Context: an optimization exercise on an open-source flow, tuned for small area. The choices shown serve that exercise and are no tape-out recipe. The RTL was checked by simulation tests, not by an equivalence proof against the original design. Power is estimated from default activity; no workload was simulated. The clock port is modelled as an ideal driver; clocking choices that lean on that would not hold on a real chip.

[flow/flow/cts_diam]
100
[flow/flow/abc_map.script]
strash
ifraig
scorr
dc2
strash
dch
amap -F 4 -A 8
topo
stime -c
[flow/design.v]
`timescale 1ns/1ps
module uart_ip_top (
    sys_clk,
    reset,
    din,
    ri,
    si,
    tx,
    dout,
    ro,
    so,
    rx
);
    input           sys_clk;
    input           reset;
    input   [0:7]   din;
    input           si;
    output          ri;
    output          tx;
    output  [0:7]   dout;
    input           ro;
    output          so;
    input           rx;
    reg     [8:0]   tq;
    wire    [8:0]   tc = tq ^ 9'b001010100;
    wire            bit_tick = tc[8] & ~tc[7] & tc[6] & ~tc[5] & tc[4] & ~tc[3] & tc[2] & ~tc[0];
    wire            tc_two   = tc[8] & ~tc[7] & ~tc[5] & tc[4] & ~tc[3] & ~tc[2] & ~tc[1] & tc[0];
    always @(posedge sys_clk, posedge reset)
        if (reset)  tq <= 9'd0;
        else        tq <= {tc[7:0], tc[8] ^ tc[3] ^ bit_tick} ^ 9'b001010100;
    reg     [0:7]   tmem [0:15];
    reg     [3:0]   twpos;
    reg     [3:0]   trpos;
    reg             tlastw;
    wire            t_eq   = (twpos == trpos);
    wire            t_full = t_eq & tlastw;
    wire            t_ne   = ~t_eq | tlastw;
    integer         ti;
    assign ri = si & ~t_full;
    always @(posedge sys_clk)
        for (ti = 0; ti < 16; ti = ti + 1)
            tmem[ti] <= ~((ri && twpos == ti) ? ((ti % 2) ? ~din : din) : tmem[(ti + 15) % 16]);
    always @(posedge sys_clk, posedge reset)
        if (reset)  twpos <= 4'd0;
        else        twpos <= twpos + {3'd0, ri} + 4'd1;
    reg     [3:0]   tpq;
    wire    [3:0]   tp = tpq ^ 4'b0011;
    reg             e_s, e_ss;       
    wire            t_idle = (tp == 4'd3);
    always @(posedge sys_clk, posedge reset)
        if (reset) begin
            tpq  <= 4'd0;
            e_s  <= 1'b0;
            e_ss <= 1'b0;
        end
        else if (bit_tick) begin
            e_s  <= t_ne;
            e_ss <= e_s;
            if (t_idle) begin
                if (e_ss) tpq <= 4'd7 ^ 4'b0011;
            end
            else tpq <= (tp + 4'd1) ^ 4'b0011;
        end
    wire            t_rd = tc_two && tp == 4'd7;
    always @(posedge sys_clk, posedge reset)
        if (reset) begin
            trpos  <= 4'd0;
            tlastw <= 1'b0;
        end
        else begin
            trpos <= trpos + {3'd0, t_rd} + 4'd1;
            if (ri != t_rd) tlastw <= ri;
        end
    reg     [0:7]   dt;
    always @(posedge sys_clk)
        if (t_idle && trpos == 4'd0) dt <= tmem[15];
    wire            dbit = dt[~tp[2:0]];
    reg             par;
    always @(posedge sys_clk)
        if (bit_tick) par <= tp[3] & (par ^ dbit);
    assign tx = tp[3] ? dbit : (tp[2] ? 1'b0 : ((tp[1] | tp[0]) ? 1'b1 : par));
    reg     [4:0]   rq;
    wire    [4:0]   rc = rq ^ 5'b11011;
    wire            s_tick = (rc == 5'b01011);
    wire            rc_two = ~rc[4] & rc[3] & rc[2] & ~rc[0];
    always @(posedge sys_clk, posedge reset)
        if (reset)  rq <= 5'd0;
        else        rq <= {rc[3:0], rc[4] ^ rc[1] ^ s_tick} ^ 5'b11011;
    reg             d1, d2, d3;
    always @(posedge sys_clk, posedge reset)
        if (reset) begin
            d1 <= 1'b0;
            d2 <= 1'b0;
            d3 <= 1'b0;
        end
        else if (s_tick) begin
            d1 <= rx;
            d2 <= d1;
            d3 <= d2;
        end
    reg             rbusy;           
    wire            ridle = ~rbusy;
    reg     [7:0]   k;
    wire            k_done = ~k[7] & ~k[6] & k[5];
    wire            r_done = ~ridle & k_done;
    always @(posedge sys_clk, posedge reset)
        if (reset) rbusy <= 1'b0;
        else if (s_tick) begin
            if (ridle) begin
                if (~d2 & d3) rbusy <= 1'b1;
            end
            else if (k_done) rbusy <= 1'b0;
        end
    always @(posedge sys_clk)
        if (s_tick) begin
            if (ridle) k <= 8'h79;
            else       k <= k + 8'd1;
        end
    reg     [0:7]   sr;
    wire            shift = k[7] & (k[3:0] == 4'hf);
    always @(posedge sys_clk)
        if (s_tick && shift) sr <= {rx, sr[0:6]};
    reg     [0:7]   ring [0:15];
    reg     [3:0]   rpos;
    reg     [3:0]   wpos;
    reg             rlastw;
    reg             f_s, f_ss;       
    reg             wp;              
    wire            r_eq   = (rpos == wpos);
    wire            r_full = r_eq & rlastw;
    wire            wgo    = wp & rc_two;
    wire            rd     = so & ro;
    wire            wr_now = ~ridle & ~k[7] & ~k[6] & ~r_full & (wpos == 4'd15);
    always @(posedge sys_clk, posedge reset)
        if (reset) begin
            f_s  <= 1'b0;
            f_ss <= 1'b0;
            wp   <= 1'b0;
        end
        else begin
            if (s_tick) begin
                f_s  <= r_full;
                f_ss <= f_s;
            end
            if (s_tick && r_done) wp <= ~f_ss;
            else if (rc_two)      wp <= 1'b0;
        end
    integer         ri_;
    always @(posedge sys_clk) begin
        for (ri_ = 1; ri_ < 16; ri_ = ri_ + 1)
            ring[ri_] <= ring[ri_ - 1];
        ring[0] <= wr_now ? sr : ring[15];
    end
    always @(posedge sys_clk, posedge reset)
        if (reset) begin
            rpos   <= 4'd0;
            wpos   <= 4'd0;
            rlastw <= 1'b0;
        end
        else begin
            rpos <= rpos + {3'd0, rd} + 4'd1;
            wpos <= wpos + {3'd0, wgo} + 4'd1;
            if (wgo != rd) rlastw <= wgo;
        end
    assign so   = ~r_eq | rlastw;
    assign dout = rd ? ring[rpos] : 8'd0;
endmodule
[flow/flow/cts_size]
16
[flow/config.mk]
export PLATFORM = sky130hd
export DESIGN_NAME = uart_ip_top
export DESIGN_NICKNAME = uart_ip_top
export VERILOG_FILES = /design/flow/design.v
export SDC_FILE = /design/flow/constraint.sdc
export NUM_CORES = 4
export LEC_CHECK = 0
export CAP_MARGIN = 20
export CORE_MARGIN = 2
export CORE_UTILIZATION = 60
export SLEW_MARGIN = 20
[flow/standard.sh]
#!/bin/bash
# synth_recipe.tcl (not shown) runs the flow's synth.tcl, then flattens the netlist and writes it again
# the make line also repeats each setting of config.mk as NAME=value (left out here)
make -C /OpenROAD-flow-scripts/flow DESIGN_CONFIG=/design/flow/config.mk WORK_HOME=/design/flow/orfs CLKGATE_MAP_FILE= SYNTH_SCRIPT=/design/flow/synth_recipe.tcl "${@:-finish}"
[flow/constraint.sdc]
create_clock -name core_clock -period 20.0 [get_ports {sys_clk}]
set_input_delay 4.0000 -clock core_clock [delete_from_list [all_inputs] [get_ports {sys_clk}]]
set_output_delay 4.0000 -clock core_clock [all_outputs]
set_load 0.01 [all_outputs]
[flow/flow/run.sh]
#!/bin/bash
# Own layout flow: the standard layout (standard.sh), with these changes.
#  1. Synthesis is ORFS's (synth_recipe.tcl, unchanged), but ABC maps the
#     logic with an area-only script (flow/abc_map.script, ABC amap) in place of
#     ORFS's delay-oriented abc_speed.script. Flip-flops are mapped by
#     dfflibmap before ABC runs, so the registers are the standard ones.
#     Adders are left to ABC as plain logic (no ADDER_MAP_FILE cells and no
#     Kogge-Stone carry map), which ABC maps smaller for this design.
#  2. Port buffers use the smallest buffer cell.
#  3. Clock tree synthesis without dummy loads.
# Each tool's output goes to a log file in this folder.
set -euo pipefail
here=$(pwd)
rm -rf "$here/scripts_abc"
cp -r "$FLOW_HOME/scripts" "$here/scripts_abc"
cp "$here/flow/abc_map.script" "$here/scripts_abc/abc_speed.script"
bash standard.sh SCRIPTS_DIR="$here/scripts_abc" ADDER_MAP_FILE= SYNTH_OPERATIONS_ARGS=-nofsm synth > "$here/synth.log" 2>&1
cts="-sink_clustering_enable -repair_clock_nets -dont_use_dummy_load"
cts="$cts -sink_clustering_size $(cat flow/cts_size) -sink_clustering_max_diameter $(cat flow/cts_diam)"
cts="$cts -buf_list $(cat flow/cts_buf)"
bash standard.sh BUFFER_PORTS_ARGS="-buffer_cell sky130_fd_sc_hd__buf_1" CTS_ARGS="$cts" > "$here/layout.log" 2>&1
test -s out/final.def
[flow/flow/cts_buf]
sky130_fd_sc_hd__clkbuf_8
==> results of run 1 <==
power by group through the flow:
| stage | clock network, uW | logic, uW | registers [uW] |
|---|---|---|---|
| after floorplan | 0 | 163 | 864 |
| after global placement | 0 | 222 | 886 |
| after detailed placement | 0 | 231 | 886 |
| after CTS | 298 | 232 | 874 |
| after global routing | 322 | 257 | 887 |
| final | 292 | 234 | 874 |
synthesized netlist by cell type (all sizes together):
cell    count  area (um^2)
or3         1         6.26
o22a       13          114
a31oi       6         37.5
nand3      11         55.1
a21oi      13         65.1
edfxtp     25          751
a222oi     21          210
clkinv     75          282
o221a       1         11.3
o31ai       1         7.51
dfrtp      45         1130
o32ai       1         8.76
nand2      31          116
and4b       1         10.0
o21ai      16         80.1
nor2       65          244
and2        1         6.26
dfxtp     256         5120
or2         2         12.5
nor4        3         18.8
a41oi       2         17.5
o21a        1         7.51
a22o       13          114
a22oi      10         75.1
a221oi      8         70.1
o22ai     144          901
or4         3         22.5
a211oi      1         7.51
o32a        1         10.0
and3        2         12.5
o211ai      1         7.51
o221ai      1         8.76
and4        1         8.76
nand4       2         12.5
nor3        7         35.0
a221o       1         10.0
registers in the layout (all words and copies together) (netlist names), 4 cells and up:
register	cells
rq	5
rpos	4
ring	128
tq	9
sr	8
k	8
tpq	4
tmem	128
wpos	4
dt	8
twpos	4
trpos	4
worst max-delay path, cell delays in order:
cell     delay, ps
buf_1           70
nand2_1        290
a31oi_1        320
buf_1          180
area by class of cell:
class / instances / area [um^2]
fillers: 1229 / 5450
inverters: 75 / 282
repair buffers: 27 / 116
multi-input cells: 385 / 2320
clock buffers: 24 / 330
well taps: 216 / 270
flip-flops and latches: 326 / 7000
path summary, 6_finish.rpt:
kind                          endpoint  slack [ps]  cells past startpoint        start
setup / recovery               dout[0]       11140                      4           ro
hold / removal             ring[11][4]         330                      0  ring[10][4]
setup reg to reg            tmem[2][6]       17160                      9     twpos[0]
hold reg to reg            ring[11][4]         330                      0  ring[10][4]
max in group asynchronous     trpos[3]       15940                      3        reset
min in group asynchronous        rbusy        3320                      2        reset
kinds of logic (layout without fill, tap and decap cells):
| family | count (synthesis) | after routing | share of synthesized area |
|---|---|---|---|
| compound gates | 255 | 255 | 0.184 |
| simple gates | 130 | 130 | 0.0583 |
| buf+inv | 75 | 126 | 0.0293 |
| flops | 326 | 326 | 0.729 |
layer usage:
layer / share of wire / vias to the layer above / global-route usage
met4: 0.040 / 0 / 0.106
met5: 0 / - / 0
li1: - / 3036 / -
met1: 0.42 / 3114 / 0.321
met3: 0.052 / 79 / 0.0432
met2: 0.49 / 226 / 0.446
through the flow:
| stage | power, uW | setup WS, ps | instance area, um^2 |
|---|---|---|---|
| detailed placement | 1120 | 11110 | 9990 |
| finish | 1400 | 11140 | 10300 |
| global placement | 1110 | 11120 | 9990 |
| global route | 1470 | 11030 | 10300 |
| floorplan | 1030 | 11560 | 9610 |
| CTS | 1400 | 11100 | 10300 |
==> flow_summary.json, run 1 <==
{
  "outcome": "finished clean",
  "syn_area_um2": 9610,
  "p_clk_frac": 0.209,
  "hold_class": "reg2reg",
  "cts_setup_buffers": 0,
  "syn_nets": 799,
  "die_width_um": 131,
  "arrival_ps": 4860,
  "final_nets": 852,
  "ant_nets": 0,
  "period_share": 0.443,
  "crit_type": "in2out",
  "clkSinkCount": 326,
  "drive_gt1_frac": 0.0335,
  "maxCapViolations": 0,
  "seq_power_share": 0.624,
  "p_leak_uw": 0.00374,
  "comb_power_share": 0.167,
  "clock_latency_ps": 550,
  "initial_core_util": 0.609,
  "tns_ps": 0,
  "antenna_found_initial": 0,
  "cts_resized": 0,
  "p_sw_uw": 390,
  "wl_per_cell_um": 20.3,
  "cts-htree-levels": 1,
  "peakVddDrop_mv": 0.0945,
  "slew_viol_final": 0,
  "synth_seq_cells": 326,
  "ys_warn_count": 3,
  "diodes": 0,
  "clk_pin_slew_worst_paths_ps": 90,
  "layout_commonest_cell": "dfxtp_1",
  "worst_slew_pin_slew_ps": 1090,
  "viasPerCell": 6.13,
  "syn_area_per_cell_um2": 12.2,
  "row_count": 46,
  "overflow": 0,
  "p_int_uw": 1010,
  "synth-seq-area-share": 0.729,
  "path_max_fanout": 11,
  "pin_count": 24,
  "netlist_instances": 786,
  "area_delta_synth_final_pct": 7.46,
  "endpoint_kind": "output pin",
  "fmax_mhz": 113,
  "routabilityCongestion": 0.823,
  "grt_pass1_vias": 6418,
  "hold_ws_ps": 334,
  "grt_max_degree": 39,
  "wl_mm": 21.4,
  "synth_cell_types": 36,
  "clockRootBuffer": "clkbuf_8",
  "worstPathRequired_ps": 16000,
  "numCtsBuffers": 24,
  "clock-skew-final_ps": 36.7,
  "finalSetupViolations": 0,
  "hold_viol_final": 0,
  "switching_share": 0.279,
  "cp-start-kind": "input port",
  "vias": 6455,
  "core-area_um2": 15800,
  "relSlewSlack": 0.274,
  "dieArea_um2": 17000,
  "port_buffers": 23,
  "fin_crit_ps": 8860,
  "layout_common_cells": "dfxtp_1, o22ai_1, clkinv_1",
  "die_height_um": 131,
  "drt_iter0_drc": 476,
  "grt_setup_unrepaired": "no",
  "dr.pass1.iters": 6,
  "final_core_util": 0.655,
  "pwr_density_cell_nw_per_um2": 136,
  "dp.cells": 1029,
  "clk_path_buf_depth": 3,
  "remaining_drc_errors": 0,
  "track_usage": 0.257,
  "cts_hold_buf": 0,
  "cts_tree": "yes",
  "grt_pass1_wl_mm": 33.4,
  "place_hpwl_mm": 13.8,
  "fin_cells": 1053
}
==> run 2: changes to the inputs <==
==> flow/flow/cts_size (replaced) <==
18
==> run 2 against run 1 <==
Critical path depth unchanged. Via count decreased by 0.65%. Utilization fell by 0.17 points. Largest cell class unchanged. Sequential cell count stayed put. Hold slack better by 11 ps. Largest power group unchanged. Area after synthesis is the same. Still clean on timing, DRC and antenna.
==> flow_summary.json, run 2 <==
{
  "fmax_mhz": 113,
  "clockRootBuffer": "clkbuf_8",
  "critPathMaxStageDelay_ps": 310,
  "clock_latency_ps": 550,
  "switching_share": 0.280,
  "arrival_ps": 4860,
  "wl_per_cell_um": 20.4,
  "die_width_um": 131,
  "clk_path_buf_depth": 3,
  "vias": 6413,
  "netlist_instances": 786,
  "clk_pin_slew_worst_paths_ps": 100,
  "p_sw_uw": 390,
  "peakVddDrop_mv": 0.103,
  "drive_gt1_frac": 0.0311,
  "synth_seq_cells": 326,
  "yosys.area.top_type_share": 0.533,
  "cts_resized": 0,
  "tns_ps": 0,
  "path_common_cell": "buf_1",
  "slew_viol_final": 0,
  "p_int_uw": 1000,
  "dr.pass1.iters": 5,
  "viasPerCell": 6.10,
  "hold_viol_final": 0,
  "die_height_um": 131,
  "fin_area_um2": 10300,
  "synth_common_cells": "dfxtp_1, o22ai_1, clkinv_1, nor2_1, dfrtp_1",
  "cts_hold_buf": 0,
  "syn_area_per_cell_um2": 12.2,
  "yosysMostFrequentCell": "dfxtp_1",
  "synth-seq-area-share": 0.729,
  "cts_setup_buffers": 0,
  "fillCellCount": 1235,
  "p_clk_frac": 0.203,
  "slowest_stage": "a31oi_1",
  "p_leak_uw": 0.00373,
  "synth-async-reset-ratio": 0.138,
  "pin_count": 24,
  "pwr_density_cell_nw_per_um2": 135,
  "crit_type": "in2out",
  "outcome": "finished clean",
  "port_buffers": 23,
  "grt_pass1_wl_mm": 33.2,
  "wl_mm": 21.4,
  "relSlewSlack": 0.284,
  "dpl-instance-area_um2": 9990,
  "clock-skew-final_ps": 67.4,
  "reg.largest.list": "ring x128, tmem x128, tq x9",
  "ys_warn_count": 3,
  "fin_cells": 1051,
  "worstPathRequired_ps": 16000,
  "layout_common_cells": "dfxtp_1, o22ai_1, clkinv_1",
  "clkSinkCount": 326,
  "synth_enable_flop_cells": 25,
  "synth_cell_types": 36,
  "reg2regPathDepth": 9,
  "final_nets": 850,
  "synth_area_leaders": "dfxtp_1, dfrtp_1, o22ai_1",
  "antenna_found_initial": 0,
  "grt_max_degree": 39,
  "dieArea_um2": 17000,
  "totalPowerFinal_uw": 1390,
  "remaining_drc_errors": 0,
  "setup_slack_ps": 11140,
  "ant_nets": 0,
  "worst_slew_pin_slew_ps": 1070,
  "period_share": 0.443,
  "dp.cells": 1029,
  "core-area_um2": 15800,
  "cp-start-kind": "input port",
  "routabilityCongestion": 0.823,
  "place_ws_ps": 11110,
  "cts_tree": "yes",
  "maxCapViolations": 0,
  "drt_iter0_drc": 517,
  "seq_power_share": 0.628,
  "cts-htree-levels": 1,
  "path_cells": "buf_1 -> nand2_1 -> a31oi_1 -> buf_1",
  "finalSetupViolations": 0,
  "yosys.area.top_type": "dfxtp_1",
  "fin_crit_ps": 8860,
  "grt_pass1_vias": 6333,
  "endpoint_kind": "output pin",
  "syn_area_um2": 9610,
  "track_usage": 0.255,
  "comb_power_share": 0.168,
  "grt.busiest_layer": "met2",
  "hold_class": "reg2reg",
  "numCtsBuffers": 22,
  "overflow": 0,
  "diodes": 0,
  "use_met2": 0.447,
  "initial_core_util": 0.609,
  "path_max_fanout": 11,
  "area_delta_synth_final_pct": 7.18,
  "gr-usage-met3": 0.0428,
  "met1_usage": 0.319,
  "row_count": 46,
  "syn_nets": 799,
  "synth_flop_cell": "dfxtp_1",
  "grt_setup_unrepaired": "no",
  "place_hpwl_mm": 13.8,
  "whs_path_depth": 0,
  "layout_commonest_cell": "dfxtp_1"
}
run 2: cell counts after synthesis:
No cell type changed its count.
run 2: area by class of cell:
type,instances,area (um^2),area share
Multi-Input combinational cell,385,2320,0.226
Sequential cell,326,7000,0.680
Inverter,75,282,0.0273
Clock buffer,22,303,0.0294
Timing Repair Buffer,27,116,0.0113
Tap cell,216,270,0.0262
run 2: cell families after synthesis:
family	after synthesis	share of synthesized area
compound gates	255	0.184
buf+inv	75	0.0293
simple gates	130	0.0583
flops	326	0.729
run 2: path summary, 6_finish.rpt:
check                            start          end  slack [ps]
min reg2reg                ring[10][4]  ring[11][4]         340
min in group asynchronous        reset        rbusy        3320
max in group asynchronous        reset      wpos[1]       15960
max                                 ro      dout[0]       11140
min                        ring[10][4]  ring[11][4]         340
max reg2reg                   twpos[0]   tmem[0][1]       17110
run 2: per-stage QoR:
step,hold WS [ps],util
2_1_floorplan,330,-
3_3_place_gp,334,0.634
3_5_place_dp,336,0.634
4_1_cts,353,0.653
5_1_grt,351,0.653
6_report,345,0.653
run 2: layer usage:
layer / vias up / share of wire
met3: 71 / 0.055
met4: 0 / 0.035
met2: 230 / 0.49
met1: 3073 / 0.42
li1: 3039 / -
met5: - / 0
run 2: critical path, delay by kind of cell:
kind                   cells  cell delay, ps
AO/OA/AOI/OAI              1             310
AND/OR/NAND/NOR            1             290
buffers and inverters      2             250
run 2: power by group through the flow:
stage | logic, uW | registers (uW) | clock network (uW)
4_1_cts | 232 | 874 | 288
5_1_grt | 257 | 887 | 310
6_report | 234 | 874 | 283
3_5_place_dp | 231 | 886 | 0
3_3_place_gp | 222 | 886 | 0
2_1_floorplan | 163 | 864 | 0
==> run 3: changes to the inputs <==
==> flow/flow/cts_size (replaced) <==
20
==> run 3 against run 2 <==
Still clean on timing, DRC and antenna. Clock skew shrank 2.9 ps. Fmax is essentially flat. Die area is the same. Sequential cell count is the same. Total power shrank 1.1%. First-iteration DRC count grew 16%. Cell area shrank 0.27%. Non-clock buffer count is the same. Largest cell class unchanged. Highest routed layer unchanged.
==> flow_summary.json, run 3 <==
{
  "syn_nets": 799,
  "grt_pass1_vias": 6359,
  "outcome": "finished clean",
  "antenna_found_initial": 0,
  "die_height_um": 131,
  "yosys.area.top_type": "dfxtp_1",
  "layout_commonest_cell": "dfxtp_1",
  "syn_area_um2": 9610,
  "yosysMostFrequentCell": "dfxtp_1",
  "p_leak_uw": 0.00371,
  "synth_cell_types": 36,
  "arrival_ps": 4850,
  "hold_class": "reg2reg",
  "crit_type": "in2out",
  "p_clk_frac": 0.195,
  "worstPathRequired_ps": 16000,
  "netlist_instances": 786,
  "slew_viol_final": 0,
  "remaining_drc_errors": 0,
  "track_usage": 0.255,
  "hold_viol_final": 0,
  "vias": 6427,
  "dr.pass1.iters": 5,
  "cts_tree": "yes",
  "peakVddDrop_mv": 0.0988,
  "grt_pass1_wl_mm": 33.2,
  "worst_slew_pin_slew_ps": 1080,
  "clock-skew-final_ps": 64.5,
  "synth_common_cells": "dfxtp_1, o22ai_1, clkinv_1, nor2_1, dfrtp_1",
  "fmax_mhz": 113,
  "p_int_uw": 993,
  "yosys.area.top_type_share": 0.533,
  "switching_share": 0.278,
  "synth_enable_flop_cells": 25,
  "row_count": 46,
  "pwr_density_cell_nw_per_um2": 134,
  "drt_iter0_drc": 599,
  "place_ws_ps": 11110,
  "core-area_um2": 15800,
  "clk_pin_slew_worst_paths_ps": 110,
  "fin_crit_ps": 8850,
  "fillCellCount": 1245,
  "clockRootBuffer": "clkbuf_8",
  "numCtsBuffers": 20,
  "clk_path_buf_depth": 3,
  "port_buffers": 23,
  "totalPowerFinal_uw": 1380,
  "path_max_fanout": 11,
  "dieArea_um2": 17000,
  "cp-start-kind": "input port",
  "synth_seq_cells": 326,
  "clkSinkCount": 326,
  "layout_common_cells": "dfxtp_1, o22ai_1, clkinv_1",
  "cts_resized": 0,
  "place_hpwl_mm": 13.8,
  "finalSetupViolations": 0,
  "synth-seq-area-share": 0.729,
  "wl_mm": 21.2,
  "synth-async-reset-ratio": 0.138,
  "comb_power_share": 0.170,
  "tns_ps": 0,
  "seq_power_share": 0.635,
  "reg.largest.list": "ring x128, tmem x128, tq x9",
  "maxCapViolations": 0,
  "cts_hold_buf": 0,
  "routabilityCongestion": 0.823,
  "final_nets": 848,
  "endpoint_kind": "output pin",
  "cts_setup_buffers": 0,
  "grt_max_degree": 39,
  "initial_core_util": 0.609,
  "area_delta_synth_final_pct": 6.89,
  "clock_latency_ps": 540,
  "cts-htree-levels": 1,
  "viasPerCell": 6.13,
  "ant_nets": 0,
  "setup_slack_ps": 11150,
  "grt_setup_unrepaired": "no",
  "wl_per_cell_um": 20.3,
  "period_share": 0.443,
  "p_sw_uw": 383,
  "relSlewSlack": 0.279,
  "die_width_um": 131,
  "drive_gt1_frac": 0.0288,
  "pin_count": 24,
  "syn_area_per_cell_um2": 12.2,
  "synth_area_leaders": "dfxtp_1, dfrtp_1, o22ai_1",
  "diodes": 0,
  "synth_flop_cell": "dfxtp_1",
  "ys_warn_count": 3,
  "overflow": 0
}
-- run 3: stage by stage --
step	instances	util	hold slack (ps)	cell area (um^2)
2_1_floorplan	786	-	330	9610
3_3_place_gp	1029	0.634	334	9990
3_5_place_dp	1029	0.634	336	9990
4_1_cts	1049	0.651	338	10300
5_1_grt	1049	0.651	357	10300
6_report	1049	0.651	346	10300
-- run 3: area by class of cell --
cell class,instances,area (um^2),share of cell area
well taps,216,270,0.0263
multi-input cells,385,2320,0.226
inverters,75,282,0.0274
flip-flops and latches,326,7000,0.682
repair buffers,27,116,0.0113
clock buffers,20,275,0.0268
-- run 3: critical path, stage by stage --
cell and delay (ps):
buf_1 70, nand2_1 290, a31oi_1 310, buf_1 180
-- run 3: final timing paths --
| kind | startpoint | cells past startpoint | slack [ps] | endpoint |
|---|---|---|---|---|
| max in group asynchronous | reset | 3 | 15900 | trpos[0] |
| setup reg to reg | twpos[0] | 9 | 17170 | tmem[2][6] |
| setup / recovery | ro | 4 | 11150 | dout[0] |
| hold reg to reg | ring[2][4] | 0 | 350 | ring[3][4] |
| hold / removal | ring[2][4] | 0 | 350 | ring[3][4] |
| min in group asynchronous | reset | 2 | 3310 | d1 |
-- run 3: kinds of logic after synthesis --
| group | Yosys count | share of synthesized area |
|---|---|---|
| simple gates | 130 | 0.0583 |
| compound gates | 255 | 0.184 |
| flops | 326 | 0.729 |
| buf+inv | 75 | 0.0293 |
-- run 3: power groups by stage --
stage               sequential [uW]  clock, uW  combinational (uW)
floorplan                       864          0                 163
CTS                             874        277                 232
finish                          874        269                 233
global route                    887        299                 257
detailed placement              886          0                 231
global placement                886          0                 222
-- run 3: per-layer routing --
layer / vias up / track usage / wire length, um
met5: - / 0 / 0
met4: 0 / 0.0951 / 699
met3: 67 / 0.0432 / 1190
met2: 224 / 0.445 / 10600
met1: 3096 / 0.320 / 8780
li1: 3040 / - / -
==> run 4: changes to the inputs <==
==> flow/flow/cts_diam (replaced) <==
60
==> run 4 against run 3 <==
Critical path depth unchanged. Highest routed layer unchanged. Clock skew down 31 ps. Global-route usage about the same. Critical endpoint unchanged. Sequential cell count unchanged. Still clean on timing, DRC and antenna. Register-to-register slack better by 30 ps.
==> flow_summary.json, run 4 <==
{
  "outcome": "finished clean",
  "tns_ps": 0,
  "cts-htree-levels": 1,
  "synth_mux_area_frac": 0,
  "layout_commonest_cell": "dfxtp_1",
  "dpl-instance-area_um2": 9990,
  "synth_adder_area_share": 0,
  "pin_count": 24,
  "grt_pass1_vias": 6302,
  "remaining_drc_errors": 0,
  "grt_setup_unrepaired": "no",
  "track_usage": 0.255,
  "grt_max_degree": 39,
  "yosys.area.top_type_share": 0.533,
  "area_delta_synth_final_pct": 6.89,
  "synth_flop_cell": "dfxtp_1",
  "worst_slew_pin_slew_ps": 1080,
  "place_ws_ps": 11110,
  "synth-seq-area-share": 0.729,
  "wl_mm": 21.4,
  "path_cells": "buf_1 -> nand2_1 -> a31oi_1 -> buf_1",
  "slew_viol_final": 0,
  "ant_nets": 0,
  "ys_warn_count": 3,
  "yosys.area.top_type": "dfxtp_1",
  "cts_tree": "yes",
  "row_count": 46,
  "rr_startpoint": "twpos[0]",
  "routabilityCongestion": 0.823,
  "core-area_um2": 15800,
  "fin_area_um2": 10300,
  "synth-xor-area-share": 0,
  "fin_crit_ps": 8850,
  "vias": 6408,
  "setup_slack_ps": 11150,
  "crit_buf_inv": 2,
  "min_from": "ring[11][5]",
  "clock_latency_ps": 560,
  "synth_top_family_by_area": "compound AO/OA/AOI/OAI gates",
  "hold_class": "reg2reg",
  "finalSetupViolations": 0,
  "clockRootBuffer": "clkbuf_8",
  "critical-path-top-delay-family": "compound AO/OA/AOI/OAI gates",
  "initial_core_util": 0.609,
  "place_hpwl_mm": 13.8,
  "slowest_stage": "a31oi_1",
  "cts_resized": 0,
  "synth-async-reset-ratio": 0.138,
  "reg.largest.list": "ring x128, tmem x128, tq x9",
  "syn_nets": 799,
  "synth_enable_flop_cells": 25,
  "drt_iter0_drc": 497,
  "hold_viol_final": 0,
  "startpoint": "ro",
  "clkSinkCount": 326,
  "fmax_mhz": 113,
  "layout_common_cells": "dfxtp_1, o22ai_1, clkinv_1",
  "path_common_cell": "buf_1",
  "clk_path_buf_depth": 3,
  "clk_pin_slew_worst_paths_ps": 110,
  "dr.pass1.iters": 5,
  "crit_type": "in2out",
  "final_nets": 848,
  "overflow": 0,
  "port_buffers": 23,
  "syn_area_per_cell_um2": 12.2,
  "numCtsBuffers": 20,
  "worstPathRequired_ps": 16000,
  "synth_seq_cells": 326,
  "maxCapViolations": 0,
  "peakVddDrop_mv": 0.0873,
  "wl_per_cell_um": 20.4,
  "synth_area_leaders": "dfxtp_1, dfrtp_1, o22ai_1",
  "p_leak_uw": 0.00371,
  "syn_area_um2": 9610,
  "endpoint_kind": "output pin",
  "synth_cell_types": 36,
  "grt_pass1_wl_mm": 33.2,
  "period_share": 0.443,
  "cts_hold_buf": 0,
  "critPathMaxStageDelay_ps": 310,
  "arrival_ps": 4850,
  "die_width_um": 131,
  "synth_compound_area_frac": 0.184,
  "cts_setup_buffers": 0,
  "clock-skew-final_ps": 33.7,
  "pwr_density_cell_nw_per_um2": 134,
  "viasPerCell": 6.11,
  "totalPowerFinal_uw": 1380,
  "die_height_um": 131,
  "relSlewSlack": 0.276,
  "yosysMostFrequentCell": "dfxtp_1",
  "dieArea_um2": 17000,
  "diodes": 0,
  "path_max_fanout": 11,
  "antenna_found_initial": 0,
  "synth-simple-area-share": 0.0583,
  "drive_gt1_frac": 0.0288,
  "cp-start-kind": "input port",
  "netlist_instances": 786,
  "synth_common_cells": "dfxtp_1, o22ai_1, clkinv_1, nor2_1, dfrtp_1"
}
[run 4: worst paths after layout]
check,to,slack (ps),depth (start not counted)
worst min register to register,ring[12][5],350,0
max in group asynchronous,wpos[1],15950,3
worst min-delay path,ring[12][5],350,0
worst max-delay path,dout[0],11150,4
min in group asynchronous,d1,3310,2
worst max register to register,tmem[0][3],17200,9
[run 4: cell type report]
| type | instances | area [um^2] |
|---|---|---|
| clock buffers | 20 | 275 |
| fillers | 1233 | 5500 |
| well taps | 216 | 270 |
| multi-input cells | 385 | 2320 |
| inverters | 75 | 282 |
| flip-flops and latches | 326 | 7000 |
| repair buffers | 27 | 116 |
[run 4: per-layer routing]
metal	wire length (um)	GRT usage	vias to the layer above
met1	8860	0.320	3073
met2	10500	0.441	230
li1	-	-	3032
met5	0	0	-
met4	910	0.106	0
met3	1140	0.0415	73
[run 4: power by group]
group	internal [uW]	switching (uW)
combinational	86.7	147
sequential	815	58.8
clock	90.8	182
[run 4: metrics by stage]
| stage | hold WS, ps | cells | util |
|---|---|---|---|
| floorplan | 330 | 786 | - |
| global placement | 334 | 1029 | 0.634 |
| detailed placement | 336 | 1029 | 0.634 |
| CTS | 346 | 1049 | 0.651 |
| global route | 350 | 1049 | 0.651 |
| finish | 350 | 1049 | 0.651 |
[run 4: logic make-up after synthesis]
| family | after synthesis |
|---|---|
| compound gates | 255 |
| simple gates | 130 |
| flops | 326 |
| buf+inv | 75 |
==> run 5: changes to the inputs <==
==> flow/flow/cts_buf (replaced) <==
sky130_fd_sc_hd__clkbuf_16
==> flow/flow/cts_diam (replaced) <==
100
==> flow/flow/cts_size (replaced) <==
34
==> run 5 against run 4 <==
Still clean. Utilization grew 0.32 points. Die area is the same. Via count shrank 0.80%. Total power grew 1.7%. Sequential cell count is the same. Combinational power is essentially flat. Clock-buffer cell count shrank 7. Clock skew grew 8.0 ps.
==> flow_summary.json, run 5 <==
{
  "synth_seq_cells": 326,
  "p_leak_uw": 0.00373,
  "layout_commonest_cell": "dfxtp_1",
  "syn_nets": 799,
  "cts_setup_buffers": 0,
  "critical-path-top-delay-family": "compound AO/OA/AOI/OAI gates",
  "clk_path_buf_depth": 3,
  "cts-htree-levels": 1,
  "worst_slew_pin_slew_ps": 1040,
  "place_hpwl_mm": 13.8,
  "port_buffers": 23,
  "critPathMaxStageDelay_ps": 320,
  "drive_gt1_frac": 0.0206,
  "track_usage": 0.252,
  "clockRootBuffer": "clkbuf_16",
  "worstPathRequired_ps": 16000,
  "tns_ps": 0,
  "synth-async-reset-ratio": 0.138,
  "initial_core_util": 0.609,
  "pwr_density_cell_nw_per_um2": 136,
  "grt_pass1_wl_mm": 32.9,
  "diodes": 0,
  "grt_pass1_vias": 6270,
  "ys_warn_count": 3,
  "ant_nets": 0,
  "hold_class": "reg2reg",
  "clkSinkCount": 326,
  "yosys.area.top_type": "dfxtp_1",
  "totalPowerFinal_uw": 1400,
  "synth_enable_flop_cells": 25,
  "finalSetupViolations": 0,
  "area_delta_synth_final_pct": 7.41,
  "cts_tree": "yes",
  "die_height_um": 131,
  "core-area_um2": 15800,
  "fillCellCount": 1232,
  "syn_area_per_cell_um2": 12.2,
  "path_common_cell": "buf_1",
  "yosys.area.top_type_share": 0.533,
  "grt_max_degree": 39,
  "vias": 6357,
  "row_count": 46,
  "crit_buf_inv": 2,
  "synth_cell_types": 36,
  "drt_iter0_drc": 530,
  "netlist_instances": 786,
  "outcome": "finished clean",
  "peakVddDrop_mv": 0.123,
  "clk_pin_slew_worst_paths_ps": 120,
  "clock_latency_ps": 490,
  "maxCapViolations": 0,
  "remaining_drc_errors": 0,
  "wl_per_cell_um": 20.3,
  "final_nets": 841,
  "arrival_ps": 4870,
  "slowest_stage": "a31oi_1",
  "dr.pass1.iters": 5,
  "grt_setup_unrepaired": "no",
  "antenna_found_initial": 0,
  "reg.largest.list": "ring x128, tmem x128, tq x9",
  "fin_crit_ps": 8870,
  "relSlewSlack": 0.305,
  "cp-start-kind": "input port",
  "clock-skew-final_ps": 41.7,
  "crit_type": "in2out",
  "synth_area_leaders": "dfxtp_1, dfrtp_1, o22ai_1",
  "numCtsBuffers": 13,
  "die_width_um": 131,
  "routabilityCongestion": 0.823,
  "path_cells": "buf_1 -> nand2_1 -> a31oi_1 -> buf_1",
  "hold_viol_final": 0,
  "synth_common_cells": "dfxtp_1, o22ai_1, clkinv_1, nor2_1, dfrtp_1",
  "cts_resized": 0,
  "dieArea_um2": 17000,
  "synth-seq-area-share": 0.729,
  "viasPerCell": 6.10,
  "overflow": 0,
  "syn_area_um2": 9610,
  "yosysMostFrequentCell": "dfxtp_1",
  "fmax_mhz": 113,
  "synth_flop_cell": "dfxtp_1",
  "layout_common_cells": "dfxtp_1, o22ai_1, clkinv_1",
  "period_share": 0.443,
  "endpoint_kind": "output pin",
  "cts_hold_buf": 0,
  "slew_viol_final": 0,
  "path_max_fanout": 11,
  "wl_mm": 21.2,
  "pin_count": 24
}
[run 5: per-stage QoR]
stage          hold slack [ps]  setup slack (ps)  instance area, um^2   util  instances
4_1_cts                    358             11100                10300  0.654       1042
6_report                   353             11130                10300  0.654       1042
2_1_floorplan              330             11560                 9610      -        786
3_3_place_gp               334             11120                 9990  0.634       1029
3_5_place_dp               336             11110                 9990  0.634       1029
5_1_grt                    359             11030                10300  0.654       1042
[run 5: final timing paths]
check / slack, ps / start / end / depth (start not counted)
worst min register to register: 350 / ring[2][4] / ring[3][4] / 0
max in group asynchronous: 15880 / reset / twpos[2] / 3
worst min-delay path: 350 / ring[2][4] / ring[3][4] / 0
worst max-delay path: 11130 / ro / dout[0] / 4
worst max register to register: 17190 / twpos[0] / tmem[2][3] / 9
min in group asynchronous: 3360 / reset / d2 / 2
[run 5: cell families (layout without fill, tap and decap cells)]
logic type | after synthesis | count (layout) | share of synthesized area
AO/OA/AOI/OAI | 255 | 255 | 0.184
flip-flops | 326 | 326 | 0.729
buffers and inverters | 75 | 115 | 0.0293
AND/OR/NAND/NOR | 130 | 130 | 0.0583
[run 5: final cells by class]
type	instances	area, um^2	area share
clock buffers	13	325	0.0315
well taps	216	270	0.0262
repair buffers	27	116	0.0113
inverters	75	282	0.0273
flip-flops and latches	326	7000	0.679
multi-input cells	385	2320	0.225
[run 5: routing by layer]
layer | vias up | wire [um] | track usage | share of wire
met4 | 0 | 745 | 0.0957 | 0.035
li1 | 3031 | - | - | -
met5 | - | 0 | 0 | 0
met3 | 63 | 1100 | 0.0354 | 0.052
met2 | 205 | 10500 | 0.444 | 0.50
met1 | 3058 | 8800 | 0.318 | 0.42
[run 5: where the power goes]
part           total [uW]  leakage [uW]  switching [uW]  internal [uW]
clock                 297      0.000160             178            119
sequential            874       0.00287            58.4            815
combinational         234      0.000695             148           86.7
[run 5: worst reg2reg max path, cell delays in order, from the launching register on]
cell and delay (ps):
dfrtp_1 420, clkinv_1 110, o22ai_1 70, or4_1 550, o21ai_0 410, clkinv_1 270
nand3_1 330, nor2_1 230, clkinv_1 190, o22ai_1 80
==> run 6: changes to the inputs <==
==> flow/flow/cts_buf (replaced) <==
sky130_fd_sc_hd__clkbuf_8
==> flow/flow/cts_size (replaced) <==
20
--- a/flow/config.mk
+++ b/flow/config.mk
@@ -9,3 +9,3 @@
 export CORE_MARGIN = 2
-export CORE_UTILIZATION = 60
+export CORE_UTILIZATION = 70
 export SLEW_MARGIN = 20
==> run 6 against run 5 <==
Via count grew 1.7%. Sequential power barely moved. Fmax fell by 0.27%. Setup slack got worse by 24 ps. Global-route usage is 4.4 points higher. Utilization is 11 points higher. Register-to-register slack gained 50 ps. Final cell count is 3.2% lower. Total power shrank 1.9%. Sequential share of layout area increased by 0.64 points. Critical endpoint is now dout[1]. Non-clock buffer count unchanged. Clock power shrank 8.8%.
==> flow_summary.json, run 6 <==
{
  "port_buffers": 23,
  "cts_setup_buffers": 0,
  "viasPerCell": 6.41,
  "diodes": 0,
  "wl_mm": 21.1,
  "dr.pass1.iters": 5,
  "clk_pin_slew_worst_paths_ps": 110,
  "startpoint": "ro",
  "cts_resized": 0,
  "hold_class": "reg2reg",
  "place_ws_ps": 11110,
  "reg2regPathDepth": 9,
  "reg.largest.list": "ring x128, tmem x128, tq x9",
  "synth_compound_area_frac": 0.184,
  "pin_count": 24,
  "seq_power_share": 0.635,
  "slew_viol_final": 0,
  "min_from": "ring[10][4]",
  "comb_power_share": 0.168,
  "row_count": 42,
  "synth-async-reset-ratio": 0.138,
  "worst_slew_pin_slew_ps": 962,
  "synth_adder_area_share": 0,
  "antenna_found_initial": 0,
  "synth-seq-area-share": 0.729,
  "yosys.area.top_type_share": 0.533,
  "synth_top_family_by_area": "compound AO/OA/AOI/OAI gates",
  "totalPowerFinal_uw": 1380,
  "vias": 6467,
  "clock_latency_ps": 520,
  "ys_warn_count": 3,
  "layout_commonest_cell": "dfxtp_1",
  "fin_crit_ps": 8890,
  "grt_setup_unrepaired": "no",
  "yosysMostFrequentCell": "dfxtp_1",
  "hold_viol_final": 0,
  "grt_pass1_vias": 6454,
  "cp-start-kind": "input port",
  "p_leak_uw": 0.00371,
  "synth_mux_area_frac": 0,
  "routabilityCongestion": 0.838,
  "path_max_fanout": 11,
  "cts-htree-levels": 1,
  "die_height_um": 121,
  "synth-simple-area-share": 0.0583,
  "place_hpwl_mm": 13.9,
  "syn_area_per_cell_um2": 12.2,
  "drive_gt1_frac": 0.0300,
  "drt_iter0_drc": 617,
  "synth-xor-area-share": 0,
  "clk_path_buf_depth": 3,
  "fmax_mhz": 112,
  "relSlewSlack": 0.356,
  "die_width_um": 121,
  "dieArea_um2": 14700,
  "period_share": 0.445,
  "crit_type": "in2out",
  "pwr_density_cell_nw_per_um2": 135,
  "rr_startpoint": "twpos[1]",
  "endpoint_kind": "output pin",
  "wl_per_cell_um": 21.0,
  "grt_pass1_wl_mm": 33.6,
  "cts_hold_buf": 0,
  "r2r-end": "tmem[2][3]",
  "p_int_uw": 993,
  "dpl-instance-area_um2": 9940,
  "peakVddDrop_mv": 0.103,
  "setup.worst_path.end": "dout[1]",
  "worstPathRequired_ps": 16000,
  "fin_area_um2": 10200,
  "synth_cell_types": 36,
  "clockRootBuffer": "clkbuf_8",
  "track_usage": 0.296,
  "grt_max_degree": 46,
  "setup_slack_ps": 11110,
  "finalSetupViolations": 0,
  "numCtsBuffers": 20,
  "synth_seq_cells": 326,
  "maxCapViolations": 0,
  "yosys.area.top_type": "dfxtp_1",
  "p_sw_uw": 385,
  "remaining_drc_errors": 0,
  "synth_common_cells": "dfxtp_1, o22ai_1, clkinv_1, nor2_1, dfrtp_1",
  "layout_common_cells": "dfxtp_1, o22ai_1, clkinv_1",
  "ant_nets": 0,
  "synth_enable_flop_cells": 25,
  "tns_ps": 0,
  "arrival_ps": 4890,
  "clock-skew-final_ps": 59.1,
  "p_clk_frac": 0.197,
  "synth_area_leaders": "dfxtp_1, dfrtp_1, o22ai_1",
  "final_nets": 848,
  "overflow": 0,
  "syn_area_um2": 9610,
  "outcome": "finished clean",
  "r2r_setup_slack_ps": 17240,
  "syn_nets": 799,
  "area_delta_synth_final_pct": 6.41,
  "netlist_instances": 786,
  "switching_share": 0.279,
  "cts_tree": "yes",
  "synth_flop_cell": "dfxtp_1",
  "initial_core_util": 0.720,
  "core-area_um2": 13300,
  "clkSinkCount": 326
}
[run 6: worst min-delay path by stage]
stage | to | depth (start not counted)
floorplan | ring[10][1] | 0
global placement | ring[3][6] | 0
detailed placement | ring[12][0] | 0
CTS | ring[11][4] | 0
global route | ring[11][4] | 0
finish | ring[11][4] | 0
[run 6: cell type report]
class                           instances  area [um^2]
Sequential cell                       326         7000
Fill cell                             878         3130
Multi-Input combinational cell        385         2330
Inverter                               75          282
Clock buffer                           20          275
Tap cell                              176          220
Timing Repair Buffer                   27          114
[run 6: cells by family after synthesis]
logic type / Yosys count
buffers and inverters: 75
and+or+nand+nor: 130
DFF: 326
AOI/OAI and AO/OA: 255
[run 6: metrics by stage]
step,hold WS (ps),util,instances
final,341,0.766,1009
after global routing,342,0.766,1009
after CTS,333,0.765,1008
after detailed placement,337,0.744,988
after global placement,333,0.744,988
after floorplan,330,-,786
[run 6: worst max-delay path, cell delays in order]
cell and delay [ps]:
buf_1 60, nand2_1 310, a41oi_1 320, buf_1 190
[run 6: power groups by stage]
stage / logic, uW / clock network [uW] / registers [uW]
after floorplan: 163 / 0 / 864
after global placement: 218 / 0 / 884
after detailed placement: 229 / 0 / 885
after CTS: 228 / 274 / 873
after global routing: 255 / 295 / 887
final: 232 / 271 / 875
[run 6: per-layer routing]
layer  GRT usage  wire, um  vias up
met5           0         0        -
met4       0.119       676        0
met3      0.0442      1050       57
met2       0.497     10400      219
met1       0.390      9010     3151
li1            -         -     3040
==> run 7: changes to the inputs <==
--- a/flow/config.mk
+++ b/flow/config.mk
@@ -9,3 +9,3 @@
 export CORE_MARGIN = 2
-export CORE_UTILIZATION = 70
+export CORE_UTILIZATION = 50
 export SLEW_MARGIN = 20
==> run 7 against run 6 <==
Clock power hardly changed. Critical path depth did not move. Via count is 3.1% lower. Hold slack gained 12 ps. Clock skew up 11 ps. Critical path type unchanged. Register-to-register slack got worse by 50 ps.
==> flow_summary.json, run 7 <==
{
  "outcome": "finished clean",
  "hold_viol_final": 0,
  "yosys.area.top_type_share": 0.533,
  "synth_area_leaders": "dfxtp_1, dfrtp_1, o22ai_1",
  "tns_ps": 0,
  "seq_power_share": 0.633,
  "vias": 6268,
  "crit_type": "in2out",
  "remaining_drc_errors": 0,
  "fmax_mhz": 112,
  "synth_seq_cells": 326,
  "grt_max_degree": 46,
  "port_buffers": 23,
  "clock-skew-final_ps": 70.5,
  "cts_resized": 0,
  "clock_latency_ps": 540,
  "cts_setup_buffers": 0,
  "hold_ws_ps": 353,
  "grt_pass1_vias": 6465,
  "routabilityCongestion": 0.827,
  "overflow": 0,
  "yosys.area.top_type": "dfxtp_1",
  "drive_gt1_frac": 0.0312,
  "endpoint_kind": "output pin",
  "ys_warn_count": 3,
  "slowest_stage": "a31oi_1",
  "diodes": 0,
  "fin_crit_ps": 8950,
  "path_cells": "buf_1 -> nand2_1 -> a31oi_1 -> buf_1",
  "p_clk_frac": 0.198,
  "cts_hold_buf": 0,
  "synth-async-reset-ratio": 0.138,
  "final_nets": 848,
  "syn_area_um2": 9610,
  "antenna_found_initial": 0,
  "pwr_density_cell_nw_per_um2": 134,
  "synth-seq-area-share": 0.729,
  "cts_tree": "yes",
  "reg.largest.list": "ring x128, tmem x128, tq x9",
  "area_delta_synth_final_pct": 7.23,
  "switching_share": 0.278,
  "clk_pin_slew_worst_paths_ps": 120,
  "synth_common_cells": "dfxtp_1, o22ai_1, clkinv_1, nor2_1, dfrtp_1",
  "synth_cell_types": 36,
  "cp-start-kind": "input port",
  "fillCellCount": 1590,
  "arrival_ps": 4950,
  "path_max_fanout": 11,
  "synth_enable_flop_cells": 25,
  "layout_common_cells": "dfxtp_1, o22ai_1, clkinv_1",
  "core-area_um2": 18800,
  "dr.pass1.iters": 5,
  "critPathMaxStageDelay_ps": 340,
  "row_count": 50,
  "initial_core_util": 0.512,
  "clockRootBuffer": "clkbuf_8",
  "wl_mm": 21.6,
  "p_int_uw": 993,
  "comb_power_share": 0.168,
  "finalSetupViolations": 0,
  "viasPerCell": 5.87,
  "p_sw_uw": 383,
  "grt_pass1_wl_mm": 34.4,
  "netlist_instances": 786,
  "period_share": 0.447,
  "slew_viol_final": 0,
  "wl_per_cell_um": 20.2,
  "path_common_cell": "buf_1",
  "synth_flop_cell": "dfxtp_1",
  "ant_nets": 0,
  "clk_path_buf_depth": 3,
  "hold_class": "reg2reg",
  "drt_iter0_drc": 484,
  "worstPathRequired_ps": 16000,
  "clkSinkCount": 326,
  "p_leak_uw": 0.00372,
  "maxCapViolations": 0,
  "syn_nets": 799,
  "grt_setup_unrepaired": "no",
  "die_width_um": 143,
  "cts-htree-levels": 1,
  "track_usage": 0.218,
  "worst_slew_pin_slew_ps": 1070,
  "numCtsBuffers": 20,
  "place_hpwl_mm": 14.1,
  "pin_count": 24,
  "yosysMostFrequentCell": "dfxtp_1",
  "syn_area_per_cell_um2": 12.2,
  "die_height_um": 143,
  "peakVddDrop_mv": 0.0812,
  "relSlewSlack": 0.282,
  "dieArea_um2": 20300,
  "layout_commonest_cell": "dfxtp_1"
}
run 7: cell counts after synthesis:
No cell type changed its count.
run 7: power by group through the flow:
stage	Sequential [uW]	Clock, uW	Combinational [uW]
5_1_grt	885	306	254
4_1_cts	871	280	231
3_3_place_gp	885	0	224
6_report	872	273	232
2_1_floorplan	864	0	163
3_5_place_dp	884	0	230
run 7: area by class of cell:
type | instances | area, um^2 | area share
repair buffers | 27 | 116 | 0.0113
clock buffers | 20 | 275 | 0.0267
multi-input cells | 385 | 2330 | 0.227
flip-flops and latches | 326 | 7000 | 0.680
well taps | 234 | 293 | 0.0284
inverters | 75 | 282 | 0.0273
run 7: worst max-delay path, delay by kind of cell:
family | cells | cell delay (ps)
AO/OA/AOI/OAI | 1 | 340
buffers and inverters | 2 | 260
AND/OR/NAND/NOR | 1 | 330
run 7: kinds of logic (layout without fill, tap and decap cells):
group / count (synthesis) / count (layout) / synth area share
flip-flops: 326 / 326 / 0.729
AND/OR/NAND/NOR: 130 / 130 / 0.0583
AO/OA/AOI/OAI: 255 / 255 / 0.184
buffers and inverters: 75 / 122 / 0.0293
run 7: final timing paths:
path | from | to | slack (ps) | depth (start not counted)
hold / removal | ring[10][4] | ring[11][4] | 350 | 0
setup reg to reg | twpos[0] | tmem[3][1] | 17190 | 9
setup / recovery | ro | dout[2] | 11050 | 4
min in group asynchronous | reset | rq[0] | 3550 | 3
hold reg to reg | ring[10][4] | ring[11][4] | 350 | 0
max in group asynchronous | reset | twpos[3] | 15990 | 3
run 7: per-layer routing:
metal / routed length [um] / up-vias / part of all wire / global-route usage
met5: 0 / - / 0 / 0
met4: 509 / 0 / 0.024 / 0.0698
met3: 1090 / 45 / 0.051 / 0.0409
met2: 10700 / 166 / 0.50 / 0.381
met1: 9240 / 3008 / 0.43 / 0.273
li1: - / 3049 / - / -
run 7: through the flow:
step	total power (uW)	cell area, um^2	cells	utilization	setup WS (ps)
finish	1380	10300	1067	0.549	11050
global route	1440	10300	1067	0.549	11020
CTS	1380	10300	1067	0.549	11070
detailed placement	1110	10000	1047	0.534	11070
global placement	1110	10000	1047	0.534	11130
floorplan	1030	9610	786	-	11560
==> run 8: changes to the inputs <==
==> flow/flow/cts_buf (replaced) <==
sky130_fd_sc_hd__clkbuf_4
==> flow/flow/cts_size (replaced) <==
10
--- a/flow/config.mk
+++ b/flow/config.mk
@@ -9,3 +9,3 @@
 export CORE_MARGIN = 2
-export CORE_UTILIZATION = 50
+export CORE_UTILIZATION = 60
 export SLEW_MARGIN = 20
==> run 8 against run 7 <==
Final cell count about the same. Highest routed layer unchanged. Hold slack got worse by 14 ps. Combinational power about the same. Largest cell class unchanged. Largest power group unchanged.
==> flow_summary.json, run 8 <==
{
  "grt_setup_unrepaired": "no",
  "cts_tree": "yes",
  "layout_commonest_cell": "dfxtp_1",
  "hold_ws_ps": 339,
  "layout_common_cells": "dfxtp_1, o22ai_1, clkinv_1",
  "fmax_mhz": 113,
  "synth-seq-area-share": 0.729,
  "clock_latency_ps": 650,
  "port_buffers": 23,
  "syn_area_per_cell_um2": 12.2,
  "cts-htree-levels": 2,
  "place_ws_ps": 11110,
  "synth_common_cells": "dfxtp_1, o22ai_1, clkinv_1, nor2_1, dfrtp_1",
  "pwr_density_cell_nw_per_um2": 135,
  "drive_gt1_frac": 0.0494,
  "cts_setup_buffers": 0,
  "syn_nets": 799,
  "wl_met1_mm": 8.76,
  "fin_crit_ps": 8860,
  "top_layer": "met4",
  "track_usage": 0.261,
  "hold_class": "reg2reg",
  "clk_path_buf_depth": 3,
  "r2r_setup_slack_ps": 17210,
  "multi_input_area_um2": 2320,
  "remaining_drc_errors": 0,
  "worstPathRequired_ps": 16000,
  "routabilityCongestion": 0.823,
  "die_width_um": 131,
  "crit_type": "in2out",
  "grt_pass1_wl_mm": 33.7,
  "ys_warn_count": 3,
  "yosys.area.top_type": "dfxtp_1",
  "hold_viol_final": 0,
  "rr_startpoint": "twpos[0]",
  "dr.pass1.iters": 5,
  "setup_slack_ps": 11140,
  "clkSinkCount": 326,
  "reg2regPathDepth": 9,
  "netlist_instances": 786,
  "drt_iter0_drc": 443,
  "grt_max_degree": 39,
  "min_from": "ring[12][0]",
  "wl_met3_mm": 1.36,
  "fillCellCount": 1253,
  "relSlewSlack": 0.263,
  "final_nets": 866,
  "wl_met2_mm": 10.7,
  "hold_end": "ring[13][0]",
  "initial_core_util": 0.609,
  "slew_viol_final": 0,
  "whs_path_depth": 0,
  "cts_hold_buf": 0,
  "final_core_util": 0.652,
  "overflow": 0,
  "core-area_um2": 15800,
  "viasPerCell": 6.10,
  "die_height_um": 131,
  "wl_mm": 21.6,
  "pin_count": 24,
  "clk_pin_slew_worst_paths_ps": 100,
  "synth_area_leaders": "dfxtp_1, dfrtp_1, o22ai_1",
  "place_hpwl_mm": 13.8,
  "period_share": 0.443,
  "area_delta_synth_final_pct": 7.02,
  "seqCellArea_um2": 7000,
  "dieArea_um2": 17000,
  "synth_flop_cell": "dfxtp_1",
  "antenna_found_initial": 1,
  "yosys.area.top_type_share": 0.533,
  "cp-start-kind": "input port",
  "endpoint_kind": "output pin",
  "finalSetupViolations": 0,
  "vias": 6511,
  "ant_nets": 0,
  "synth_cell_types": 36,
  "synth_seq_cells": 326,
  "cts_resized": 0,
  "tns_ps": 0,
  "outcome": "finished clean",
  "p_leak_uw": 0.00374,
  "maxCapViolations": 0,
  "peakVddDrop_mv": 0.0899,
  "numCtsBuffers": 38,
  "clockRootBuffer": "clkbuf_4",
  "reg.largest.list": "ring x128, tmem x128, tq x9",
  "synth_enable_flop_cells": 25,
  "arrival_ps": 4860,
  "yosysMostFrequentCell": "dfxtp_1",
  "syn_area_um2": 9610,
  "clock-skew-final_ps": 48.1,
  "wl_per_cell_um": 20.3,
  "r2r-end": "tmem[14][2]",
  "path_max_fanout": 11,
  "worst_slew_pin_slew_ps": 1100,
  "synth-async-reset-ratio": 0.138,
  "grt_pass1_vias": 6487,
  "row_count": 46
}
run 8: cell types whose count changed in the layout (fill, tap and decap cells not counted):
cell      before  now
clkbuf_4       0   38
clkbuf_8      20    0
diode_2        0    1
nor3_1         5    7
nor3_2         2    0
run 8: layout make-up:
type,count,share of cell area
flip-flops and latches,326,0.681
multi-input cells,385,0.226
clock buffers,38,0.0277
inverters,75,0.0274
well taps,216,0.0263
repair buffers,27,0.0113
diodes,1,0.000243
run 8: metal layers:
metal  global-route usage  vias to the layer above
li1                     -                     3084
met5                    0                        -
met4                0.120                        0
met2                0.449                      233
met3               0.0537                       80
met1                0.319                     3114
run 8: cell families (layout without fill, tap and decap cells):
logic type      Yosys count  in the layout  synth area share
simple gates            130            130            0.0583
compound gates          255            255             0.184
buf+inv                  75            140            0.0293
flops                   326            326             0.729
other cells               0              1                 0
run 8: worst max-delay path, stage by stage:
cell	delay [ps]
buf_1	70
nand2_1	290
a31oi_1	320
buf_1	180
run 8: report_power, final:
part           leakage [uW]  total (uW)  internal, uW  switching (uW)
Combinational      0.000695         234          86.7             147
Sequential          0.00287         875           815            59.3
Clock              0.000175         277          88.1             189
Total               0.00374        1390           990             395
run 8: stage by stage:
stage	total power (uW)	instance area (um^2)	std cells
finish	1390	10300	1068
global route	1450	10300	1068
CTS	1390	10300	1067
detailed placement	1120	9990	1029
global placement	1110	9990	1029
floorplan	1030	9610	786
run 8: worst max path at each step:
stage | start | endpoint | slack (ps)
2_1_floorplan | ro | dout[1] | 11560
3_3_place_gp | ro | dout[0] | 11120
3_5_place_dp | ro | dout[0] | 11110
4_1_cts | ro | dout[0] | 11100
5_1_grt | ro | dout[0] | 11030
6_report | ro | dout[0] | 11140
==> run 9: changes to the inputs <==
==> flow/flow/cts_size (replaced) <==
12
==> run 9 against run 8 <==
Still clean on timing, DRC and antenna. Register-to-register slack worse by 20 ps. Via count down 1.7%. Area after synthesis unchanged. Die area unchanged. Utilization down 0.33 points. Sequential share of layout area increased by 0.35 points. Critical endpoint unchanged. Largest power group unchanged. Highest routed layer unchanged.
==> flow_summary.json, run 9 <==
{
  "outcome": "finished clean",
  "fillCellCount": 1252,
  "synth_cell_types": 36,
  "clk_pin_slew_worst_paths_ps": 120,
  "relSlewSlack": 0.272,
  "clockRootBuffer": "clkbuf_4",
  "drive_gt1_frac": 0.0415,
  "maxCapViolations": 0,
  "cts_tree": "yes",
  "initial_core_util": 0.609,
  "p_leak_uw": 0.00371,
  "layout_commonest_cell": "dfxtp_1",
  "syn_area_per_cell_um2": 12.2,
  "layout_common_cells": "dfxtp_1, o22ai_1, clkinv_1",
  "grt_setup_unrepaired": "no",
  "slew_viol_final": 0,
  "fmax_mhz": 113,
  "synth_enable_flop_cells": 25,
  "grt_pass1_wl_mm": 33.4,
  "setup_slack_ps": 11120,
  "port_buffers": 23,
  "track_usage": 0.258,
  "netlist_instances": 786,
  "place_hpwl_mm": 13.8,
  "yosys.area.top_type_share": 0.533,
  "peakVddDrop_mv": 0.0936,
  "overflow": 0,
  "clock-skew-final_ps": 75.6,
  "hold_class": "reg2reg",
  "crit_type": "in2out",
  "hold_viol_final": 0,
  "dr.pass1.iters": 6,
  "clk_path_buf_depth": 3,
  "core-area_um2": 15800,
  "dieArea_um2": 17000,
  "fin_crit_ps": 8880,
  "antenna_found_initial": 1,
  "yosysMostFrequentCell": "dfxtp_1",
  "grt_max_degree": 39,
  "fin_cells": 1061,
  "tns_ps": 0,
  "synth_seq_cells": 326,
  "yosys.area.top_type": "dfxtp_1",
  "viasPerCell": 6.03,
  "endpoint_kind": "output pin",
  "syn_area_um2": 9610,
  "place_ws_ps": 11110,
  "final_nets": 859,
  "worst_slew_pin_slew_ps": 1090,
  "clkSinkCount": 326,
  "grt_pass1_vias": 6405,
  "cts_hold_buf": 0,
  "synth_common_cells": "dfxtp_1, o22ai_1, clkinv_1, nor2_1, dfrtp_1",
  "clock_latency_ps": 700,
  "arrival_ps": 4880,
  "dpl-instance-area_um2": 9990,
  "drt_iter0_drc": 547,
  "worstPathRequired_ps": 16000,
  "die_width_um": 131,
  "reg.largest.list": "ring x128, tmem x128, tq x9",
  "finalSetupViolations": 0,
  "cp-start-kind": "input port",
  "pwr_density_cell_nw_per_um2": 133,
  "die_height_um": 131,
  "seqCellArea_um2": 7000,
  "row_count": 46,
  "vias": 6399,
  "dp.cells": 1029,
  "area_delta_synth_final_pct": 6.47,
  "multi_input_area_um2": 2320,
  "cts-htree-levels": 1,
  "syn_nets": 799,
  "synth_area_leaders": "dfxtp_1, dfrtp_1, o22ai_1",
  "ys_warn_count": 3,
  "wl_per_cell_um": 20.3,
  "fin_area_um2": 10200,
  "synth-seq-area-share": 0.729,
  "wl_mm": 21.5,
  "ant_nets": 0,
  "cts_setup_buffers": 0,
  "cts_resized": 0,
  "numCtsBuffers": 31,
  "period_share": 0.444,
  "synth-async-reset-ratio": 0.138,
  "synth_flop_cell": "dfxtp_1",
  "remaining_drc_errors": 0,
  "path_max_fanout": 11,
  "routabilityCongestion": 0.823,
  "pin_count": 24
}
==> run 9: path summary, 6_finish.rpt <==
check | startpoint | endpoint | slack (ps) | cells past startpoint
worst min-delay path | ring[10][4] | ring[11][4] | 340 | 0
worst max-delay path | ro | dout[0] | 11120 | 4
worst max register to register | trpos[0] | tmem[6][5] | 17190 | 9
worst min register to register | ring[10][4] | ring[11][4] | 340 | 0
min in group asynchronous | reset | rbusy | 3170 | 2
max in group asynchronous | reset | trpos[1] | 16040 | 3
==> run 9: layout make-up <==
class,count,share of cell area
clock buffers,31,0.0228
repair buffers,27,0.0114
inverters,75,0.0275
flip-flops and latches,326,0.685
diodes,1,0.000245
multi-input cells,385,0.227
well taps,216,0.0264
==> run 9: through the flow <==
stage / util / power, uW / hold slack, ps
5_1_grt: 0.649 / 1430 / 344
6_report: 0.649 / 1360 / 338
2_1_floorplan: - / 1030 / 330
4_1_cts: 0.648 / 1370 / 343
3_5_place_dp: 0.634 / 1120 / 336
3_3_place_gp: 0.634 / 1110 / 334
==> run 9: worst max-delay path, cell delays in order <==
cell and delay (ps):
buf_1 70, nand2_1 300, a31oi_1 320, buf_1 180
==> run 9: kinds of logic after synthesis <==
group	Yosys count	share of synthesized area
buffers and inverters	75	0.0293
and+or+nand+nor	130	0.0583
AOI/OAI and AO/OA	255	0.184
DFF	326	0.729
==> run 9: metal layers <==
metal  global-route usage  up-vias  share of wire
li1                     -     3075              -
met1                0.322     3065           0.42
met2                0.445      202           0.49
met3               0.0432       57          0.050
met4                0.110        0          0.034
met5                    0        -              0
==> run 9: power by group <==
part / internal, uW / switching, uW / total (uW)
sequential: 815 / 59.0 / 874
clock: 71.0 / 182 / 253
combinational: 86.7 / 147 / 234
==> run 10: changes to the inputs <==
==> flow/flow/cts_buf (replaced) <==
sky130_fd_sc_hd__clkbuf_16
==> flow/flow/cts_size (replaced) <==
30
==> run 10 against run 9 <==
Still clean on timing, DRC and antenna. Non-clock buffer count did not move. Setup slack improved by 10 ps. Synthesized cell count did not move.
==> flow_summary.json, run 10 <==
{
  "arrival_ps": 4870,
  "initial_core_util": 0.609,
  "diodes": 0,
  "hold_end": "ring[11][4]",
  "path_cells": "buf_1 -> nand2_1 -> a31oi_1 -> buf_1",
  "r2r_setup_slack_ps": 17130,
  "outcome": "finished clean",
  "worst_slew_pin_slew_ps": 1050,
  "yosysMostFrequentCell": "dfxtp_1",
  "track_usage": 0.253,
  "slew_viol_final": 0,
  "cts_setup_buffers": 0,
  "netlist_instances": 786,
  "port_buffers": 23,
  "core-area_um2": 15800,
  "fin_area_um2": 10300,
  "p_leak_uw": 0.00374,
  "synth_flop_cell": "dfxtp_1",
  "synth_common_cells": "dfxtp_1, o22ai_1, clkinv_1, nor2_1, dfrtp_1",
  "drive_gt1_frac": 0.0218,
  "period_share": 0.443,
  "wl_per_cell_um": 20.5,
  "synth_compound_area_frac": 0.184,
  "rr_startpoint": "twpos[0]",
  "drt_iter0_drc": 537,
  "dr.pass1.iters": 5,
  "reg.largest.list": "ring x128, tmem x128, tq x9",
  "dieArea_um2": 17000,
  "die_height_um": 131,
  "clock-skew-final_ps": 18.1,
  "synth_area_leaders": "dfxtp_1, dfrtp_1, o22ai_1",
  "synth_seq_cells": 326,
  "maxCapViolations": 0,
  "fmax_mhz": 113,
  "syn_nets": 799,
  "cp-start-kind": "input port",
  "min_from": "ring[10][4]",
  "whs_path_depth": 0,
  "clk_path_buf_depth": 3,
  "synth-xor-area-share": 0,
  "dpl-instance-area_um2": 9990,
  "grt_max_degree": 39,
  "die_width_um": 131,
  "vias": 6348,
  "remaining_drc_errors": 0,
  "ys_warn_count": 3,
  "synth_enable_flop_cells": 25,
  "finalSetupViolations": 0,
  "synth-async-reset-ratio": 0.138,
  "syn_area_per_cell_um2": 12.2,
  "crit_type": "in2out",
  "path_common_cell": "buf_1",
  "row_count": 46,
  "area_delta_synth_final_pct": 7.67,
  "r2r-end": "tmem[14][5]",
  "clockRootBuffer": "clkbuf_16",
  "cts_hold_buf": 0,
  "grt_pass1_wl_mm": 33.1,
  "grt_pass1_vias": 6300,
  "final_nets": 842,
  "tns_ps": 0,
  "wl_mm": 21.4,
  "place_hpwl_mm": 13.8,
  "critPathMaxStageDelay_ps": 320,
  "clk_pin_slew_worst_paths_ps": 100,
  "hold_viol_final": 0,
  "final_core_util": 0.656,
  "path_max_fanout": 11,
  "synth_top_family_by_area": "compound AO/OA/AOI/OAI gates",
  "overflow": 0,
  "slowest_stage": "a31oi_1",
  "layout_common_cells": "dfxtp_1, o22ai_1, clkinv_1",
  "hold_class": "reg2reg",
  "endpoint_kind": "output pin",
  "syn_area_um2": 9610,
  "reg2regPathDepth": 9,
  "clock_latency_ps": 490,
  "numCtsBuffers": 14,
  "crit_buf_inv": 2,
  "grt_setup_unrepaired": "no",
  "yosys.area.top_type": "dfxtp_1",
  "cts_tree": "yes",
  "synth_mux_area_frac": 0,
  "synth-seq-area-share": 0.729,
  "yosys.area.top_type_share": 0.533,
  "relSlewSlack": 0.297,
  "cts_resized": 0,
  "pwr_density_cell_nw_per_um2": 137,
  "routabilityCongestion": 0.823,
  "antenna_found_initial": 0,
  "fillCellCount": 1221,
  "synth-simple-area-share": 0.0583,
  "pin_count": 24,
  "worstPathRequired_ps": 16000,
  "fin_crit_ps": 8870,
  "critical-path-top-delay-family": "compound AO/OA/AOI/OAI gates",
  "layout_commonest_cell": "dfxtp_1",
  "viasPerCell": 6.09,
  "cts-htree-levels": 1,
  "ant_nets": 0,
  "peakVddDrop_mv": 0.0938,
  "synth_cell_types": 36,
  "clkSinkCount": 326,
  "synth_adder_area_share": 0
}
run 10: cells by family after synthesis:
| group | after synthesis |
|---|---|
| flops | 326 |
| compound gates | 255 |
| simple gates | 130 |
| buf+inv | 75 |
run 10: where the power goes:
group / total, uW / switching, uW / internal [uW]
clock: 306 / 179 / 127
combinational: 234 / 148 / 86.7
sequential: 875 / 59.6 / 815
run 10: metal layers:
metal / vias up / global-route usage / share of wire
li1: 3023 / - / -
met1: 3052 / 0.322 / 0.42
met2: 197 / 0.437 / 0.49
met3: 76 / 0.0387 / 0.047
met4: 0 / 0.105 / 0.043
met5: - / 0 / 0
run 10: worst reg2reg max path, cell delays in order (launching register included):
cell,delay [ps]
dfrtp_1,420
clkinv_1,110
o22ai_1,70
or4_1,550
o21ai_0,410
clkinv_1,310
nand3_1,340
nor2_1,220
clkinv_1,200
o22ai_1,110
run 10: final cells by class:
cell class              instances  area [um^2]  share of cell area
flip-flops and latches        326         7000               0.677
well taps                     216          270              0.0261
repair buffers                 27          116              0.0112
clock buffers                  14          350              0.0339
multi-input cells             385         2320               0.225
inverters                      75          282              0.0272
run 10: worst max path at each step:
stage | start | to | depth (start not counted)
floorplan | ro | dout[1] | 2
global placement | ro | dout[0] | 4
detailed placement | ro | dout[0] | 4
CTS | ro | dout[0] | 4
global route | ro | dout[0] | 4
finish | ro | dout[0] | 4
run 10: metrics by stage:
step | hold WS, ps | total power [uW] | std cells | setup slack, ps
floorplan | 330 | 1030 | 786 | 11560
global placement | 334 | 1110 | 1029 | 11120
detailed placement | 336 | 1120 | 1029 | 11110
CTS | 335 | 1420 | 1043 | 11100
global route | 339 | 1480 | 1043 | 11030
finish | 349 | 1420 | 1043 | 11130

-- re-timing with driven ports --
The flow's constraints put no driver on any port. The routed layouts listed below were extracted and timed again, unchanged, in two steps. Step 1 assumes that a clkbuf_16 drives the clock port and a buf_2 every other input. Step 2 times the ports against the registers' clock, not the clock port: input delays grow and output delays shrink by t, the midpoint of the rising clock arrivals with the driver on. a / b / c = ideal / step 1 / step 2; a / b = the first two.
run	t, ns	slack for setup (ns)
run 1	0.572	11.135 / 11.113 / 11.113
run 2	0.556	11.144 / 11.121 / 11.121
run 3	0.545	11.145 / 11.123 / 11.123
run 4	0.577	11.148 / 11.125 / 11.125
run 5	0.512	11.131 / 11.109 / 11.109
run 6	0.542	11.108 / 11.082 / 11.082
run 7	0.543	11.053 / 11.031 / 11.031
run 8	0.659	11.141 / 11.118 / 11.118
run 9	0.700	11.123 / 11.101 / 11.101
run 10	0.524	11.133 / 11.111 / 11.111
After both steps setup and hold are still met in every run listed.
